This design comes from an exercise in tuning for small area on the open sky130 flow, not from production work. Function was checked by simulation only, so behaviour that the tests miss may differ from the original.

== indigo ==
==> flow/design.v (excerpt) <==
module soc_top (
    input  wire        clk,
    input  wire        rst,
    input  wire [3:0]  sensor_in,
    input  wire [15:0] y_feedback,
    output wire [15:0] actuator_out
);
    wire [2:0] action_out;
    wire [15:0] ref_val;
    fsm_engine fsm_inst (
        .clk(clk),
        .rst(rst),
        .sensor_in(sensor_in),
        .action_out(action_out)
    );
    assign ref_val = (action_out == 3'b001) ? 16'd1000 :    
                 (action_out == 3'b010) ? -16'd500 :    
                 16'd0;                                 
    pid_controller pid_inst (
        .clk(clk),
        .rst(rst),
        .ref_in(ref_val),
        .y(y_feedback),
        .u_out(actuator_out)
    );
endmodule
For scale: ~300 cells after synthesis, ~82 flip-flops, roughly 38 I/O pins.
clock: 3.0 ns
lec_check: 0
cap_margin: 10
core_margin: 2
core_utilization: 60
slew_margin: 10
standard.sh (not shown) runs the stock make flow with config.mk's settings and CLKGATE_MAP_FILE= SYNTH_SCRIPT=/design/flow/synth_recipe.tcl, a recipe that flattens the netlist after the stock synthesis.
==> flow/flow/run.sh <==
#!/bin/bash
# Own layout flow: the standard layout (standard.sh, unchanged synthesis)
# with two changes: the port buffers are sky130_fd_sc_hd__buf_1 instead of
# the cell buffer_ports picks by default, and CTS uses clkbuf_4 (root) and
# clkbuf_8 (sinks) without dummy loads.
set -euo pipefail
CTS="-sink_clustering_enable -repair_clock_nets -dont_use_dummy_load -buf_list {sky130_fd_sc_hd__clkbuf_4 sky130_fd_sc_hd__clkbuf_8} -root_buf sky130_fd_sc_hd__clkbuf_4 -sink_buffer_max_cap_derate 0.01"
bash standard.sh "BUFFER_PORTS_ARGS=-buffer_cell sky130_fd_sc_hd__buf_1" "CTS_ARGS=$CTS" finish > make_finish.log 2>&1
indigo: all stages complete, timing, DRC and antenna checks passed
[inputs] raven vs indigo
- PLACE_DENSITY newly set to 0.8
### Flow results
Row wire length of the first global-routing pass: raven lower / indigo higher. Delta (raven minus indigo): final routed wirelength across all metal layers barely changed, global-route usage fell by 0.68 points. raven has maximum frequency below what indigo had. Global routing met2 resource utilization for raven: 1.1 points down relative to indigo.

---

the baseline:
Starting RTL as in the previous note.
clock: 3.0 ns
lec_check: 0
cap_margin: 10
core_margin: 2
core_utilization: 60
slew_margin: 10
==> flow/flow/run.sh <==
#!/bin/bash
# Own layout flow: the standard layout (standard.sh, unchanged synthesis)
# with two changes: the port buffers are sky130_fd_sc_hd__buf_1 instead of
# the cell buffer_ports picks by default, and CTS uses clkbuf_4 (root) and
# clkbuf_8 (sinks) without dummy loads.
set -euo pipefail
CTS="-sink_clustering_enable -repair_clock_nets -dont_use_dummy_load -buf_list {sky130_fd_sc_hd__clkbuf_4 sky130_fd_sc_hd__clkbuf_8} -root_buf sky130_fd_sc_hd__clkbuf_4 -sink_buffer_max_cap_derate 0.01"
bash standard.sh "BUFFER_PORTS_ARGS=-buffer_cell sky130_fd_sc_hd__buf_1" "CTS_ARGS=$CTS" RECOVER_POWER=100 finish > make_finish.log 2>&1
No crash in the baseline: every stage finished, but the layout fails its final checks due to capacitance limit, slew limit.
## Diff of input files: the candidate against the baseline
Settings: CORE_UTILIZATION: 60 -> 55.
==> flow/flow/run.sh <==
#!/bin/bash
# Own layout flow: the standard layout (standard.sh, unchanged synthesis)
# with two changes: the port buffers are sky130_fd_sc_hd__buf_1 instead of
# the cell buffer_ports picks by default, and CTS uses clkbuf_4 (root) and
# clkbuf_8 (sinks) without dummy loads.
set -euo pipefail
CTS="-sink_clustering_enable -repair_clock_nets -dont_use_dummy_load -buf_list {sky130_fd_sc_hd__clkbuf_4 sky130_fd_sc_hd__clkbuf_8} -root_buf sky130_fd_sc_hd__clkbuf_4 -sink_buffer_max_cap_derate 0.01"
bash standard.sh "BUFFER_PORTS_ARGS=-buffer_cell sky130_fd_sc_hd__buf_1" "CTS_ARGS=$CTS" finish > make_finish.log 2>&1
- The candidate: all stages complete, timing, DRC and antenna checks passed

## re-timing with driven ports
How much do the figures lean on ideal ports? The routed layouts below were timed once more, with nothing changed but the port constraints. Step 1, drivers: a clkbuf_16 drives clk and a buf_2 each remaining input, both assumed. Step 2, shift: input delay + t, output delay - t, t = (earliest + latest rising clock arrival at the registers) / 2. This alone moves slack from input paths to output paths. Three values: ideal, step 1, step 2; two values: the first two.
run	t (ns)	setup WS [ns]	latest minus earliest clock arrival (ns)	pins driven straight from the clock port
indigo	0.417	0.132 / 0.132 / 0.132	0.030 / 0.030	1
raven	0.422	0.100 / 0.100 / 0.100	0.012 / 0.011	1
the baseline	0.415	0.120 / 0.120 / 0.120	0.030 / 0.030	1
the candidate	0.424	0.155 / 0.155 / 0.155	0.028 / 0.027	1
